Context: an optimization exercise on an open-source flow, tuned for a short achievable clock period and few clock cycles. The choices shown serve that exercise and are no tape-out recipe.
Where RTL was checked, it was by simulation tests only, not by an equivalence proof against the original.
Power is estimated from default activity; no workload was simulated.

## the reference run
==> flow/design.v <==
module bitty_add16 (
    input  [15:0] a,
    input  [15:0] b,
    input         cin,
    output [15:0] s,
    output        cout
);
    wire [15:0] p = a ^ b;
    wire [15:0] g0 = a & b;
    wire [15:0] g1, p1, g2, p2, g3, p3, g4, p4;
    wire [15:0] gi = {g0[15:1], g0[0] | (p[0] & cin)};
    genvar i;
    generate
        for (i = 0; i < 16; i = i + 1) begin : l1
            if (i >= 1) begin : a1
                assign g1[i] = gi[i] | (p[i] & gi[i-1]);
                assign p1[i] = p[i] & p[i-1];
            end else begin : b1
                assign g1[i] = gi[i];
                assign p1[i] = p[i];
            end
        end
        for (i = 0; i < 16; i = i + 1) begin : l2
            if (i >= 2) begin : a2
                assign g2[i] = g1[i] | (p1[i] & g1[i-2]);
                assign p2[i] = p1[i] & p1[i-2];
            end else begin : b2
                assign g2[i] = g1[i];
                assign p2[i] = p1[i];
            end
        end
        for (i = 0; i < 16; i = i + 1) begin : l3
            if (i >= 4) begin : a3
                assign g3[i] = g2[i] | (p2[i] & g2[i-4]);
                assign p3[i] = p2[i] & p2[i-4];
            end else begin : b3
                assign g3[i] = g2[i];
                assign p3[i] = p2[i];
            end
        end
        for (i = 0; i < 16; i = i + 1) begin : l4
            if (i >= 8) begin : a4
                assign g4[i] = g3[i] | (p3[i] & g3[i-8]);
                assign p4[i] = p3[i] & p3[i-8];
            end else begin : b4
                assign g4[i] = g3[i];
                assign p4[i] = p3[i];
            end
        end
    endgenerate
    assign s    = p ^ {g4[14:0], cin};
    assign cout = g4[15];
endmodule
module core (
    input clk,
    input reset,
    output [11:0] imem_addr,
    input [15:0] imem_data,
    output wb_valid,
    output [2:0] wb_reg,
    output [15:0] wb_data
);
    localparam NT = 8;          
    reg [11:0] fa_out;          
    reg [11:0] fa_n;            
    wire [11:0] fa = ~fa_n;
    reg        dv;              
    reg [11:0] dpc;             
    reg        dhit;            
    reg [3:0]  dmask;           
    reg        ev, e_alu, e_br;
    reg [2:0]  e_rx;
    reg [15:0] e_a, e_b, e_bx;  
    reg        e_sub;
    reg [7:0]  e_op;            
    reg [1:0]  e_cond;
    reg [11:0] e_tgt, e_fall, e_pc;
    reg        e_hit;
    reg [3:0]  e_mask;
    reg        vv;              
    reg [3:0]  v_mask;
    reg [11:0] v_fall;
    reg        r_act, r_len;    
    reg [11:0] r_key;
    reg [3:0]  r_mask;
    reg [15:0] R [0:7];
    reg [15:0] C_n;             
    reg [15:0] wbd;             
    reg        wbv;
    reg [2:0]  wbr;
    reg          tv    [0:NT-1];
    reg [11:0]   tkey  [0:NT-1];
    reg [11:0]   tnext [0:NT-1];
    reg [3:0]    tmask [0:NT-1];
    reg [$clog2(NT)-1:0] tptr;        
    assign imem_addr = fa_out;
    assign wb_valid  = wbv;
    assign wb_reg    = wbr;
    assign wb_data   = wbd;
    wire [15:0] C = ~C_n;
    wire c_hi0 = ~|C[15:2];
    wire [3:0] ccls = {~c_hi0, c_hi0 & C[1] & ~C[0], c_hi0 & ~C[1] & C[0], c_hi0 & ~C[1] & ~C[0]};
    wire mis_v = vv & ~|(v_mask & ccls);
    wire [15:0] a = e_a;
    wire [15:0] b = e_b;
    wire [15:0] r_sum;
    wire        c_out;
    bitty_add16 u_add (.a(a), .b(e_bx), .cin(e_sub), .s(r_sum), .cout(c_out));
    wire        lt    = ~c_out;
    wire        eq    = (a == b);
    wire        b_big = |b[15:4];
    wire [15:0] r_shl = b_big ? 16'd0 : (a << b[3:0]);
    wire [15:0] r_shr = b_big ? 16'd0 : (a >> b[3:0]);
    wire [15:0] r_cmp = {14'd0, lt, ~lt & ~eq};
    wire [15:0] res = ({16{e_op[0] | e_op[1]}} & r_sum)
                    | ({16{e_op[2]}} & (a & b))
                    | ({16{e_op[3]}} & (a | b))
                    | ({16{e_op[4]}} & (a ^ b))
                    | ({16{e_op[5]}} & r_shl)
                    | ({16{e_op[6]}} & r_shr)
                    | ({16{e_op[7]}} & r_cmp);
    wire e_commit = ev & ~mis_v;
    wire do_alu   = e_commit & e_alu;
    wire [3:0] cond_oh = 4'd1 << e_cond;
    wire taken   = e_br & |(cond_oh[2:0] & ccls[2:0]);
    wire e_ok    = |(e_mask & ccls);
    wire mis_e   = e_commit & ~e_alu & (e_hit ? ~e_ok : taken);
    wire mis     = mis_v | mis_e;
    wire [11:0] raddr = mis_v ? v_fall : (taken ? e_tgt : e_fall);
    wire [3:0] k_br  = ~e_br ? 4'b1111 : (taken ? cond_oh : ~cond_oh);
    wire [3:0] k_grp = k_br & ((e_hit & e_ok) ? e_mask : 4'b1111);
    reg  [NT-1:0] m;            
    reg  [NT-1:0] u;            
    reg  [11:0]   t_next;
    reg  [3:0]    t_mask;
    integer k;
    always @(*) begin
        t_next = 12'd0;
        t_mask = 4'd0;
        for (k = 0; k < NT; k = k + 1) begin
            m[k] = tv[k] & (tkey[k] == fa);
            u[k] = tv[k] & (tkey[k] == r_key);
            t_next = t_next | ({12{m[k]}} & tnext[k]);
            t_mask = t_mask | ({4{m[k]}} & tmask[k]);
        end
    end
    wire        hit  = |m;
    wire [11:0] fa_next = mis ? raddr : hit ? t_next : fa + 12'd1;
    wire          install = e_commit & e_alu & r_act & r_len;
    wire          upd     = |u;
    wire [NT-1:0] wsel    = upd ? u : ({{(NT-1){1'b0}}, 1'b1} << tptr);
    wire [1:0] fmt = imem_data[1:0];
    wire [2:0] rx  = imem_data[15:13];
    wire [2:0] ry  = imem_data[12:10];
    wire [2:0] d_opc = imem_data[4:2];
    wire       ex_wr = ev & e_alu;    
    wire       fwd_a = ex_wr & (e_rx == rx);
    wire       fwd_b = ex_wr & (e_rx == ry);
    wire [15:0] d_b  = fmt[0] ? {8'd0, imem_data[12:5]} : fwd_b ? res : R[ry];
    wire       d_sub = (d_opc == 3'd1) | (d_opc == 3'd7);
    integer i;
    always @(posedge clk or posedge reset) begin
        if (reset) begin
            fa_out <= 12'd0; fa_n <= 12'hfff; dv <= 1'b0;
            ev <= 1'b0;
            vv <= 1'b0;
            r_act <= 1'b0;
            for (i = 0; i < 8; i = i + 1) R[i] <= 16'h0001;
            C_n <= 16'hfffe;
            wbd <= 16'h0001;
            wbv <= 1'b0;
            for (i = 0; i < NT; i = i + 1) tv[i] <= 1'b0;
            tptr <= 0;
        end else begin
            fa_out <= fa_next;
            fa_n   <= ~fa_next;
            dv     <= ~mis;
            ev     <= dv & ~mis;
            wbv <= do_alu;
            if (do_alu) begin
                C_n     <= ~res;
                wbd     <= res;
                R[e_rx] <= res;
            end
            vv     <= do_alu & e_hit;
            if (e_commit) r_act <= 1'b1;
            if (install) begin
                for (i = 0; i < NT; i = i + 1)
                    if (wsel[i]) tv[i] <= 1'b1;
                if (!upd) tptr <= tptr + 1'b1;
            end
        end
    end
    always @(posedge clk) begin
        dpc    <= fa;
        dhit   <= hit;
        dmask  <= t_mask;
        e_alu  <= ~fmt[1];
        e_br   <= (fmt == 2'b10) & (imem_data[3:2] != 2'b11);
        e_rx   <= rx;
        e_a    <= fwd_a ? res : R[rx];
        e_b    <= d_b;
        e_bx   <= d_sub ? ~d_b : d_b;
        e_sub  <= d_sub;
        e_op   <= 8'd1 << d_opc;
        e_cond <= imem_data[3:2];
        e_tgt  <= imem_data[15:4];
        e_fall <= dpc + 12'd1;
        e_pc   <= dpc;
        e_hit  <= dhit;
        e_mask <= dmask;
        wbr    <= e_rx;
        v_mask <= e_mask;
        v_fall <= e_fall;
        if (install) begin
            for (i = 0; i < NT; i = i + 1)
                if (wsel[i]) begin
                    tkey[i]  <= r_key;
                    tnext[i] <= e_pc;
                    tmask[i] <= r_mask;
                end
        end
        if (e_commit) begin
            if (e_alu) begin
                r_len  <= 1'b0;
                r_key  <= e_pc;
                r_mask <= 4'b1111;
            end else begin
                r_len  <= 1'b1;
                if (!r_act) r_key <= e_pc;
                r_mask <= (r_act ? r_mask : 4'b1111) & k_grp;
            end
        end
    end
endmodule
==> flow/config.mk <==
export PLATFORM = sky130hd
export DESIGN_NAME = core
export DESIGN_NICKNAME = core
export VERILOG_FILES = /design/flow/design.v
export SDC_FILE = /design/flow/constraint.sdc
export NUM_CORES = 4
export LEC_CHECK = 0
export ABC_CLOCK_PERIOD_IN_PS = 2000
export CAP_MARGIN = 20
export CORE_MARGIN = 2
export CORE_UTILIZATION = 40
export SETUP_SLACK_MARGIN = 3.5
export SLEW_MARGIN = 20
export TNS_END_PERCENT = 100
==> flow/constraint.sdc <==
create_clock -name core_clock -period 6.0 [get_ports {clk}]
set_input_delay 1.2000 -clock core_clock [delete_from_list [all_inputs] [get_ports {clk}]]
set_output_delay 1.2000 -clock core_clock [all_outputs]
set_load 0.01 [all_outputs]
run.sh (not shown) runs the stock make flow with config.mk's settings and CLKGATE_MAP_FILE= SYNTH_SCRIPT=/design/flow/synth_recipe.tcl, a recipe that flattens the netlist after the stock synthesis.
## Diff of input files: the trial run against the reference run
-- flow/design.v --
<<< the reference run, line 84
    reg [11:0] r_key;
    reg [3:0]  r_mask;
    reg [15:0] R [0:7];
    reg [15:0] C_n;             
>>> the trial run, line 84
    reg [11:0] r_key;
    reg [3:0]  r_mask;
    reg        i_v;             
    reg [11:0] i_key, i_next;
    reg [3:0]  i_mask;
    reg        k_v;
    reg [2:0]  k_rx;
    reg [15:0] k_a, k_cn;
    reg [15:0] R [0:7];
    reg [15:0] C_n;             
<<< the reference run, line 93
    reg [11:0]   tnext [0:NT-1];
    reg [3:0]    tmask [0:NT-1];
    reg [$clog2(NT)-1:0] tptr;        
    assign imem_addr = fa_out;
    assign wb_valid  = wbv;
>>> the trial run, line 99
    reg [11:0]   tnext [0:NT-1];
    reg [3:0]    tmask [0:NT-1];
    reg [2:0]    tptr;        
    assign imem_addr = fa_out;
    assign wb_valid  = wbv;
<<< the reference run, line 122
    wire e_commit = ev & ~mis_v;
    wire do_alu   = e_commit & e_alu;
    wire [3:0] cond_oh = 4'd1 << e_cond;
    wire taken   = e_br & |(cond_oh[2:0] & ccls[2:0]);
>>> the trial run, line 128
    wire e_commit = ev & ~mis_v;
    wire do_alu   = e_commit & e_alu;
    wire ex_alu   = ev & e_alu;       
    wire [3:0] cond_oh = 4'd1 << e_cond;
    wire taken   = e_br & |(cond_oh[2:0] & ccls[2:0]);
<<< the reference run, line 140
        for (k = 0; k < NT; k = k + 1) begin
            m[k] = tv[k] & (tkey[k] == fa);
            u[k] = tv[k] & (tkey[k] == r_key);
            t_next = t_next | ({12{m[k]}} & tnext[k]);
            t_mask = t_mask | ({4{m[k]}} & tmask[k]);
>>> the trial run, line 147
        for (k = 0; k < NT; k = k + 1) begin
            m[k] = tv[k] & (tkey[k] == fa);
            u[k] = tv[k] & (tkey[k] == i_key);
            t_next = t_next | ({12{m[k]}} & tnext[k]);
            t_mask = t_mask | ({4{m[k]}} & tmask[k]);
<<< the reference run, line 148
    wire [11:0] fa_next = mis ? raddr : hit ? t_next : fa + 12'd1;
    wire          install = e_commit & e_alu & r_act & r_len;
    wire          upd     = |u;
    wire [NT-1:0] wsel    = upd ? u : ({{(NT-1){1'b0}}, 1'b1} << tptr);
    wire [1:0] fmt = imem_data[1:0];
    wire [2:0] rx  = imem_data[15:13];
>>> the trial run, line 155
    wire [11:0] fa_next = mis ? raddr : hit ? t_next : fa + 12'd1;
    wire          install = e_commit & e_alu & r_act & r_len;
    wire          upd     = |u;       
    wire [NT-1:0] wsel    = upd ? u : (8'd1 << tptr);
    wire [1:0] fmt = imem_data[1:0];
    wire [2:0] rx  = imem_data[15:13];
<<< the reference run, line 166
            vv <= 1'b0;
            r_act <= 1'b0;
            for (i = 0; i < 8; i = i + 1) R[i] <= 16'h0001;
            C_n <= 16'hfffe;
>>> the trial run, line 173
            vv <= 1'b0;
            r_act <= 1'b0;
            i_v <= 1'b0;
            k_v <= 1'b0;
            for (i = 0; i < 8; i = i + 1) R[i] <= 16'h0001;
            C_n <= 16'hfffe;
<<< the reference run, line 178
            ev     <= dv & ~mis;
            wbv <= do_alu;
            if (do_alu) begin
                C_n     <= ~res;
                wbd     <= res;
                R[e_rx] <= res;
            end
            vv     <= do_alu & e_hit;
            if (e_commit) r_act <= 1'b1;
            if (install) begin
                for (i = 0; i < NT; i = i + 1)
                    if (wsel[i]) tv[i] <= 1'b1;
>>> the trial run, line 187
            ev     <= dv & ~mis;
            wbv <= do_alu;
            if (ex_alu) begin
                C_n     <= ~res;
                wbd     <= res;
                R[e_rx] <= res;
            end else if (k_v) begin
                C_n     <= k_cn;
                R[k_rx] <= k_a;
            end
            k_v <= mis_v & ex_alu;
            vv     <= do_alu & e_hit;
            if (e_commit) r_act <= 1'b1;
            i_v <= install;
            if (i_v) begin
                for (i = 0; i < NT; i = i + 1)
                    if (wsel[i]) tv[i] <= 1'b1;
<<< the reference run, line 213
        v_mask <= e_mask;
        v_fall <= e_fall;
        if (install) begin
            for (i = 0; i < NT; i = i + 1)
                if (wsel[i]) begin
                    tkey[i]  <= r_key;
                    tnext[i] <= e_pc;
                    tmask[i] <= r_mask;
                end
        end
>>> the trial run, line 227
        v_mask <= e_mask;
        v_fall <= e_fall;
        k_rx   <= e_rx;
        k_a    <= e_a;
        k_cn   <= C_n;
        i_key  <= r_key;
        i_next <= e_pc;
        i_mask <= r_mask;
        if (i_v) begin
            for (i = 0; i < NT; i = i + 1)
                if (wsel[i]) begin
                    tkey[i]  <= i_key;
                    tnext[i] <= i_next;
                    tmask[i] <= i_mask;
                end
        end
[summary]
The worst-case setup margin in the final layout in the trial run sits 0.15 ns above the value recorded for the reference run. Against the reference run, number of vias per cell after detailed routing in the trial run fell by a few percent. Placed cell count grows by a few percent when moving from the reference run to the trial run. Cell area after placement in the trial run is 3.1% above the reference run. Lower reported net switching power goes to the trial run over the reference run. Of the trial run and the reference run, the reference run shows the lower count of different cell masters after synthesis, with the trial run above it. Vias: the trial run fewer than the reference run.
Testbench counts of the trial run, summed over its fixed seeds: cycles 66,292.
The RTL of the reference run was laid out without a check of its function.

## port drivers added, routing unchanged
In the flow no input, the clock included, has a driving cell. The finished layouts below were timed again as built, in two steps.
Step 1, drivers: a clkbuf_16 drives clk and a buf_2 each remaining input, both assumed.
Step 2 adds t to the input delays and takes it off the output delays; t is the mean of the earliest and latest rising clock arrival at the registers after step 1. Input paths then give back, and output paths get back, about the clock's delay inside the block.
a / b / c = no drivers / after step 1 / after step 2; a / b = the first two.
run	shift t [ns]	slack for setup (ns)	worst setup path after step 2	cell pins on the clock port's net
the reference run	0.691	3.013 / 3.013 / 2.655	input to register	1
the trial run	0.663	3.161 / 3.161 / 2.617	input to register	1
After both steps setup and hold are still met in every run listed. For the trial run, which loses most, drivers alone change the setup slack by 0.000 ns; drivers and shift together by -0.544 ns.
